This is an optimization exercise on Yosys and OpenROAD, whose aim is small area and a short achievable clock period, not a production implementation. No functional check of the RTL was part of any run shown here.

==> design/flow/flow/run.sh <==
#!/bin/bash
# Standard ORFS layout, with the resizer asked to keep the critical paths well
# inside the clock period (a setup margin for its timing repair) so that the
# achieved period shrinks.  Same clock, constraints, synthesis, floorplan,
# power grid, CTS and routing as the standard flow.
set -euo pipefail
MARGIN=110
here=$(pwd)
bash standard.sh SETUP_SLACK_MARGIN=$MARGIN POST_RESIZE_TCL=$here/flow/post_resize.tcl finish \
  > $here/standard_flow.log 2>&1
==> design/flow/flow/post_resize.tcl <==
# after the placement-stage repair_design: repair setup with a margin, so
# that global placement's result is already timing-optimised before CTS
puts "extra repair_timing with setup margin $::env(SETUP_SLACK_MARGIN)"
repair_timing -setup -setup_margin $::env(SETUP_SLACK_MARGIN) -verbose
report_worst_slack
==> design/flow/standard.sh <==
#!/bin/bash
# synth_recipe.tcl (not shown) runs the flow's synth.tcl, then flattens the netlist and writes it again
# the make line also repeats each setting of config.mk as NAME=value (left out here)
make -C /OpenROAD-flow-scripts/flow DESIGN_CONFIG=/design/flow/config.mk WORK_HOME=/design/flow/orfs CLKGATE_MAP_FILE= SYNTH_SCRIPT=/design/flow/synth_recipe.tcl "${@:-finish}"
==> design/flow/config.mk <==
export PLATFORM = sky130hd
export DESIGN_NAME = circuit6
export DESIGN_NICKNAME = circuit6
export VERILOG_FILES = /design/flow/design.v
export SDC_FILE = /design/flow/constraint.sdc
export NUM_CORES = 8
export LEC_CHECK = 0
export ABC_AREA = 1
export CAP_MARGIN = 20
export CORE_MARGIN = 2
export CORE_UTILIZATION = 40
export SLEW_MARGIN = 20
==> design/flow/constraint.sdc <==
create_clock -name core_clock -period 240.0 [get_ports {Clk}]
set_input_delay 48.0000 -clock core_clock [delete_from_list [all_inputs] [get_ports {Clk}]]
set_output_delay 48.0000 -clock core_clock [all_outputs]
set_load 0.01 [all_outputs]
==> design/flow/design.v <==
`timescale 1ns / 1ns
`timescale 1ns / 1ns
`timescale 1ns / 1ns
`timescale 1ns / 1ns
`timescale 1ns / 1ns
`timescale 1ns / 1ns
`timescale 1ns / 1ns
module circuit6(a, b, c, zero, z, Clk, Rst);
    input  Clk, Rst;
    input  signed [63:0] a, b, c, zero;
    output signed [63:0] z;
    reg    signed [63:0] z;
    wire        sa = a[63];
    wire        sc = c[63];
    wire [63:0] N, D, tgt;
    cneg NA(.x(a),    .s(sa), .y(N));
    cneg NC(.x(c),    .s(sc), .y(D));
    cneg NZ(.x(zero), .s(sa), .y(tgt));
    wire [5:0]   L;
    lzc64 LZ(.x(D), .n(L));
    wire [63:0]  Dn = D << L;                   
    wire [126:0] X  = {63'd0, N} << L;          
    wire [63:0]  T1 = tgt << L;                 
    wire [64:0]  T2 = {1'b0, T1} - {1'b0, Dn};  
    wire         valid = (tgt < D);             
    reg  [6:0] m2, m1, m0, mm1;
    always @(*) begin
        case (Dn[62:60])
            3'd0: begin m2 = 12; m1 = 4; m0 = -4; mm1 = -13; end
            3'd1: begin m2 = 14; m1 = 4; m0 = -6; mm1 = -15; end
            3'd2: begin m2 = 15; m1 = 4; m0 = -6; mm1 = -16; end
            3'd3: begin m2 = 16; m1 = 4; m0 = -6; mm1 = -18; end
            3'd4: begin m2 = 18; m1 = 6; m0 = -8; mm1 = -20; end
            3'd5: begin m2 = 20; m1 = 6; m0 = -8; mm1 = -20; end
            3'd6: begin m2 = 20; m1 = 8; m0 = -8; mm1 = -22; end
            default: begin m2 = 24; m1 = 8; m0 = -8; mm1 = -24; end
        endcase
    end
    wire [6:0] o2 = m2 ^ 7'h40, o1 = m1 ^ 7'h40, o0 = m0 ^ 7'h40, om1 = mm1 ^ 7'h40;
    wire [64:0] S [0:32];
    wire [64:0] C [0:32];
    wire [7:0]  W [0:32];    
    wire [7:0]  M [0:32];    
    assign S[0] = {2'b00, X[126:64]};
    assign C[0] = 65'd0;
    assign W[0] = {S[0][64:58], 1'b0};
    assign M[0] = 8'd0;
    wire [65:0] Dn1 = {2'b00, Dn};            
    wire [65:0] Dn2 = {1'b0, Dn, 1'b0};       
    genvar j;
    generate
        for (j = 1; j <= 32; j = j + 1) begin : row
            wire [7:0] v;
            add8 AV(.a(W[j-1]), .b(M[j-1]), .y(v));
            wire [6:0] yo = v[7:1] ^ 7'h40;
            wire ge2, ge1, ge0, gem1;
            uge7 C2(.a(yo), .b(o2),  .ge(ge2));
            uge7 C1(.a(yo), .b(o1),  .ge(ge1));
            uge7 C0(.a(yo), .b(o0),  .ge(ge0));
            uge7 CM(.a(yo), .b(om1), .ge(gem1));
            wire sub = ge1;
            wire two = ge2 | ~gem1;
            wire one = (ge1 & ~ge2) | (gem1 & ~ge0);
            wire [64:0] si = {S[j-1][62:0], X[65-2*j], X[64-2*j]};
            wire [64:0] ci = {C[j-1][62:0], 2'b00};
            wire [64:0] m;
            assign m[56:0] = {57{sub}} ^ (({57{one}} & Dn1[56:0]) | ({57{two}} & Dn2[56:0]));
            genvar i;
            for (i = 57; i <= 64; i = i + 1) begin : top
                assign m[i] = ge1 ? (ge2 ? ~Dn2[i] : ~Dn1[i]) : (ge0 ? 1'b0 : (gem1 ? Dn1[i] : Dn2[i]));
            end
            assign S[j] = si ^ ci ^ m;
            assign C[j] = {(si[63:0] & ci[63:0]) | (si[63:0] & m[63:0]) | (ci[63:0] & m[63:0]), sub};
            add8 AW(.a(si[64:57]), .b(ci[64:57]), .y(W[j]));
            assign M[j] = m[64:57];
        end
    endgenerate
    wire mt1, mt2;
    sumeq E1(.s(S[32]), .c(C[32]), .k({1'b0, T1}), .eq(mt1));
    sumeq E2(.s(S[32]), .c(C[32]), .k(T2), .eq(mt2));
    wire gEQz = valid & (mt1 | mt2);
    wire [63:0] e = (a - 64'd1) & {64{~Rst}};
    wire [63:0] f = (c + 64'd1) & {64{~Rst}};
    always @(posedge Clk)
        z <= gEQz ? e : f;
endmodule
module cneg(x, s, y);
    input  [63:0] x;
    input         s;
    output [63:0] y;
    wire [63:0] p [0:6];
    assign p[0] = x;
    genvar l, i;
    generate
        for (l = 0; l < 6; l = l + 1) begin : lv
            for (i = 0; i < 64; i = i + 1) begin : b
                if (i & (1 << l))
                    assign p[l+1][i] = p[l][i] | p[l][((i >> l) << l) - 1];
                else
                    assign p[l+1][i] = p[l][i];
            end
        end
    endgenerate
    assign y = x ^ ({64{s}} & {p[6][62:0], 1'b0});
endmodule
module lzc64(x, n);
    input  [63:0] x;
    output [5:0]  n;
    wire [63:0] z [0:6];
    wire [5:0]  cnt [0:6][0:63];
    genvar l, g;
    generate
        for (g = 0; g < 64; g = g + 1) begin : g0
            assign z[0][g] = ~x[g];
            assign cnt[0][g] = 6'd0;
        end
        for (l = 1; l <= 6; l = l + 1) begin : lv
            for (g = 0; g < (64 >> l); g = g + 1) begin : gr
                wire zh = z[l-1][2*g+1];
                wire zl = z[l-1][2*g];
                assign z[l][g] = zh & zl;
                assign cnt[l][g] = zh ? (cnt[l-1][2*g] | (6'd1 << (l-1))) : cnt[l-1][2*g+1];
            end
            for (g = (64 >> l); g < 64; g = g + 1) begin : pad
                assign z[l][g] = 1'b0;
                assign cnt[l][g] = 6'd0;
            end
        end
    endgenerate
    assign n = z[6][0] ? 6'd63 : cnt[6][0];
endmodule
module sumeq(s, c, k, eq);
    input  [64:0] s, c, k;
    output        eq;
    wire [64:0] kn = ~k;
    wire [64:0] x  = s ^ c ^ kn;
    wire [64:0] y  = {(s[63:0] & c[63:0]) | (s[63:0] & kn[63:0]) | (c[63:0] & kn[63:0]), 1'b0};
    assign eq = &(x ^ y);
endmodule
module add8(a, b, y);
    input  [7:0] a, b;
    output [7:0] y;
    wire [7:0] g0 = a & b, p0 = a ^ b;
    wire [7:0] g1, p1, g2, p2, g3;
    genvar i;
    generate
        for (i = 0; i < 8; i = i + 1) begin : l1
            if (i % 2 == 1) begin
                assign g1[i] = g0[i] | (p0[i] & g0[i-1]);
                assign p1[i] = p0[i] & p0[i-1];
            end else begin
                assign g1[i] = g0[i];
                assign p1[i] = p0[i];
            end
        end
        for (i = 0; i < 8; i = i + 1) begin : l2
            if (i % 4 >= 2) begin
                assign g2[i] = g1[i] | (p1[i] & g1[(i/4)*4+1]);
                assign p2[i] = p1[i] & p1[(i/4)*4+1];
            end else begin
                assign g2[i] = g1[i];
                assign p2[i] = p1[i];
            end
        end
        for (i = 0; i < 8; i = i + 1) begin : l3
            if (i >= 4)
                assign g3[i] = g2[i] | (p2[i] & g2[3]);
            else
                assign g3[i] = g2[i];
        end
    endgenerate
    assign y = p0 ^ {g3[6:0], 1'b0};
endmodule
module uge7(a, b, ge);
    input  [6:0] a, b;
    output       ge;
    wire [6:0] g = a & ~b;
    wire [6:0] p = a | ~b;
    wire [7:0] c;
    assign c[0] = 1'b1;
    wire [6:0] G1, P1, G2, P2, G3;
    genvar i;
    generate
        for (i = 0; i < 7; i = i + 1) begin : l1
            if (i % 2 == 1) begin
                assign G1[i] = g[i] | (p[i] & g[i-1]);
                assign P1[i] = p[i] & p[i-1];
            end else begin
                assign G1[i] = g[i];
                assign P1[i] = p[i];
            end
        end
        for (i = 0; i < 7; i = i + 1) begin : l2
            if (i % 4 >= 2) begin
                assign G2[i] = G1[i] | (P1[i] & G1[(i/4)*4+1]);
                assign P2[i] = P1[i] & P1[(i/4)*4+1];
            end else begin
                assign G2[i] = G1[i];
                assign P2[i] = P1[i];
            end
        end
    endgenerate
    wire Gt = G2[6] | (P2[6] & G2[3]);
    wire Pt = P2[6] & P2[3];
    assign ge = Gt | Pt;
endmodule
==> impl_metrics.ini, run 1 <==
[floorplan]
num_rows = 212
die_height_um = 581.5
io_pins = 322
die_w_um = 581.5
start_util_pct = 40.10

[logic_synthesis]
ys_warn_count = 3
synth_fa_ha_area_share_pct = 38.36
synth-xor-area-share_pct = 15.55
synthMuxAreaShare_pct = 0.2777
ys.flop_type = dfxtp_1
syn_avg_cell_area_um2 = 7.746
synth_nets = 20260
async_reset_ff_share_pct = 0
ys_ff_latch = 64
synth_simple_gate_area_share_pct = 14.66
synth_area_um2 = 133400
synth_top_family_by_area = adder cells
synth_edf_count = 0
ys_seq_area_share_pct = 0.9605
synth-compound-area-share_pct = 19.02
synthDistinctLibCells = 92
synthCells = 17220

[status]
status = did not finish
firstError = Error: resize.tcl, 39 can't read "::env(SETUP_SLACK_MARGIN)": no such variable
haltStage = placement repair

[place]
gp_congestion = 1.034
port_buffers = 257
==> logic make-up after synthesis <==
kind of cell             count (synthesis)
multiplexers                            37
XOR/XNOR                              2367
flip-flops                              64
AO/OA/AOI/OAI                         4161
adder cells (fa/ha/maj)               2784
buffers and inverters                 3554
AND/OR/NAND/NOR                       4253
==> cells in the mapped netlist, types with 175 or more instances <==
master	instances	area share [%]
fa_1	2176	33
xnor2_1	256	1.7
buf_1	271	0.76
o21ai_0	1069	4.0
nor2_1	712	2.0
ha_1	608	5.7
xor2_1	2110	14
nand2_1	2258	6.4
nand2_2	175	0.82
inv_1	2059	5.8
o22ai_1	1842	8.6
a21oi_1	501	1.9
clkbuf_1	962	2.7
nand3_1	593	2.2
==> how the worst min path moves through the flow <==
| stage | from | end | slack [ps] |
|---|---|---|---|
| global placement | z[45] | z[45] | 48740 |
| floorplan | Rst | z[10] | 48070 |
==> run 2, diff against run 1 <==
--- a/design/flow/flow/run.sh
+++ b/design/flow/flow/run.sh
@@ -6,3 +6,3 @@
 set -euo pipefail
-MARGIN=110
+MARGIN=100
 here=$(pwd)
==> design/flow/flow/post_resize.tcl (replaced) <==
# after the placement-stage repair_design: repair setup with a margin, so
# that the placed design is already timing-optimised before CTS
set margin 100
puts "extra repair_timing with setup margin $margin"
repair_timing -setup -setup_margin $margin -verbose
report_worst_slack
==> run 2 against run 1 <==
Compared with the run above: the run now finishes clean; synthesized area is the same; synthesized cell count did not move.
==> impl_metrics.ini, run 2 <==
[grt]
track_usage_pct = 34.26
antenna_found_initial = 45
grt_max_degree = 145
grt_pass1_vias = 127800
grt_remaining_overflow = 0
grt_pass1_wl_um = 873200

[logic_synthesis]
synth_area_um2 = 133400
synth-compound-area-share_pct = 19.02
synth_area_leader_cell = fa_1
async_reset_ff_share_pct = 0
ys_seq_area_share_pct = 0.9605
ys_top_cells_by_count = nand2_1 (2258), fa_1 (2176), xor2_1 (2110)
synth_top_area_share_pct = 32.66
synth.most_common_cell = nand2_1
ys.flop_type = dfxtp_1
synth_fa_ha_area_share_pct = 38.36
synth_simple_gate_area_share_pct = 14.66
synth_top_family_by_area = adder cells
ys_warn_count = 3
synth_edf_count = 0
synth_nets = 20260
ys_ff_latch = 64
synthMuxAreaShare_pct = 0.2777
synth_area_leaders = fa_1 (33%), xor2_1 (14%), o22ai_1 (8.6%), nand2_1 (6.4%), inv_1 (5.8%)
synth-xor-area-share_pct = 15.55
synthCells = 17220
synthDistinctLibCells = 92
syn_avg_cell_area_um2 = 7.746

[clock_tree]
clk_pin_slew_ps = 50
h-tree-depth = 3
cts_root_buf = clkbuf_16
numCtsBuffers = 9
cts_tree = built
numClockSinks = 64
cts.path.max_buffers = 2

[timing]
fin_crit_ps = 138230
rsz0062_at_grt = true
max_freq_mhz = 7.234
setup_tns_ps = 0
finalCritPeriodShare_pct = 57.60
relSlewSlack_pct = 13.21
tightest_slew_ps = 1293
finalWorstSetupSlack_ps = 101770
timing.final.max_slew_violations = 0
hold_violations = 0
setup_viol_count_final = 0

[floorplan]
num_rows = 212
core_area_um2 = 332600
die_height_um = 581.5
dieArea_um2 = 338100
die_w_um = 581.5
io_pins = 322
start_util_pct = 40.10

[final_layout]
top_regs = z (64)
fin_nets = 20330
synthToLayoutAreaGrowth_pct = 15.88
fin_area_um2 = 154600
layout_common_cells = fa_1 (2090), xor2_1 (2080), nand2_1 (2047)
drive_gt1_share_pct = 17.48
largest_register_ffs = 64
final_common_cell = fa_1
largest-register = z
final_cells = 21700

[setup_path]
path_max_fanout = 24
endpoint_kind = flop
crit_type = in -> reg
slowest_stage = fa_1
worstSetupStartpointType = input port
cp_top_family = compound AO/OA/AOI/OAI gates
cpMostUsedCell = fa_2
required_ps = 240250
path_buf_inv = 109
critPathMaxStageDelay_ps = 690
cp.arrival_ps = 138480

[route]
drc = 0
wl_per_cell_um = 27.94
firstDrtPassIters = 9
ant_nets = 0
via_count = 133600
wl_met2_um = 256600
wl_met3_um = 67890
avgViaCountPerCell = 6.159
top_layer = met5
drt_wl_total_um = 606300
m1WireLength_um = 238800
first_iter_violations = 16650

[place]
dp_hpwl_um = 471900
dp_cells = 21160
dp_slack_ps = 99060
gp_congestion = 1.027
placed_cell_area_um2 = 145800
port_buffers = 257

[worst_hold_path]
hp-class = in -> reg

[job]
maxCapViolCount = 0

[status]
status = timing/DRC/antenna clean
-- run 2: cell counts after synthesis --
No cell type changed its count.
-- run 2: per-stage QoR --
stage               utilization, %  hold WS [ps]
floorplan                        -         48070
global placement             41.41         48740
detailed placement           43.84         48590
CTS                          44.08         48240
global route                 46.46         48190
finish                       46.47         48190
-- run 2: repair_timing --
item / in CTS / in global routing
buffers inserted: 26 / 445
hold buffers: 0 / 0
gates cloned: 2 / 24
endpoints found under the setup margin: 64 / 64
pin swaps: 125 / 640
resized for setup: 56 / 1076
-- run 2: path summary, 6_finish.rpt --
check	startpoint	cells past startpoint	end	slack, ps
worst max-delay path	c[0]	510	z[50]	101770
worst min-delay path	c[6]	4	z[6]	48190
-- run 2: routing by layer --
layer	GRT usage, %	vias to the layer above
li1	-	57420
met1	45.83	66430
met2	50.93	7959
met3	8.073	1795
met4	18.65	20
met5	0	-
-- run 2: final cells by class --
class,count,area [µm²]
clock inverters,5,35.03
multi-input cells,13650,125200
repair inverters,13,125.1
repair buffers,1411,13640
fillers,32890,178100
well taps,4387,5489
diodes,22,55.05
flip-flops and latches,64,1281
clock buffers,10,229.0
inverters,2138,8496
-- run 2: kinds of logic after synthesis --
family / after synthesis
simple gates: 4253
xor+xnor: 2367
flops: 64
buf+inv: 3554
mux: 37
fa+ha+maj: 2784
compound gates: 4161

==> re-timing with driven ports <==
How much do the figures lean on ideal ports? The routed layout below was timed once more, with nothing changed but the port constraints.
Step 1, drivers: a clkbuf_16 drives Clk and a buf_2 each remaining input, both assumed.
Step 2 times the ports against the registers' clock, not the clock port: input delays grow and output delays shrink by t, the midpoint of the rising clock arrivals with the driver on.
Slacks: no drivers / after step 1 / after step 2; pairs: no drivers / after step 1.
run: run 2
t, ns: 0.348
slack for setup (ns): 101.772 / 101.743 / 101.394
worst register clock-pin slew, ns: 0.05 / 0.05
worst slew at a driven data input, ns: 0.18
After both steps setup and hold are still met in run 2. For run 2, drivers alone change the setup slack by -0.029 ns; drivers and shift together by -0.378 ns.
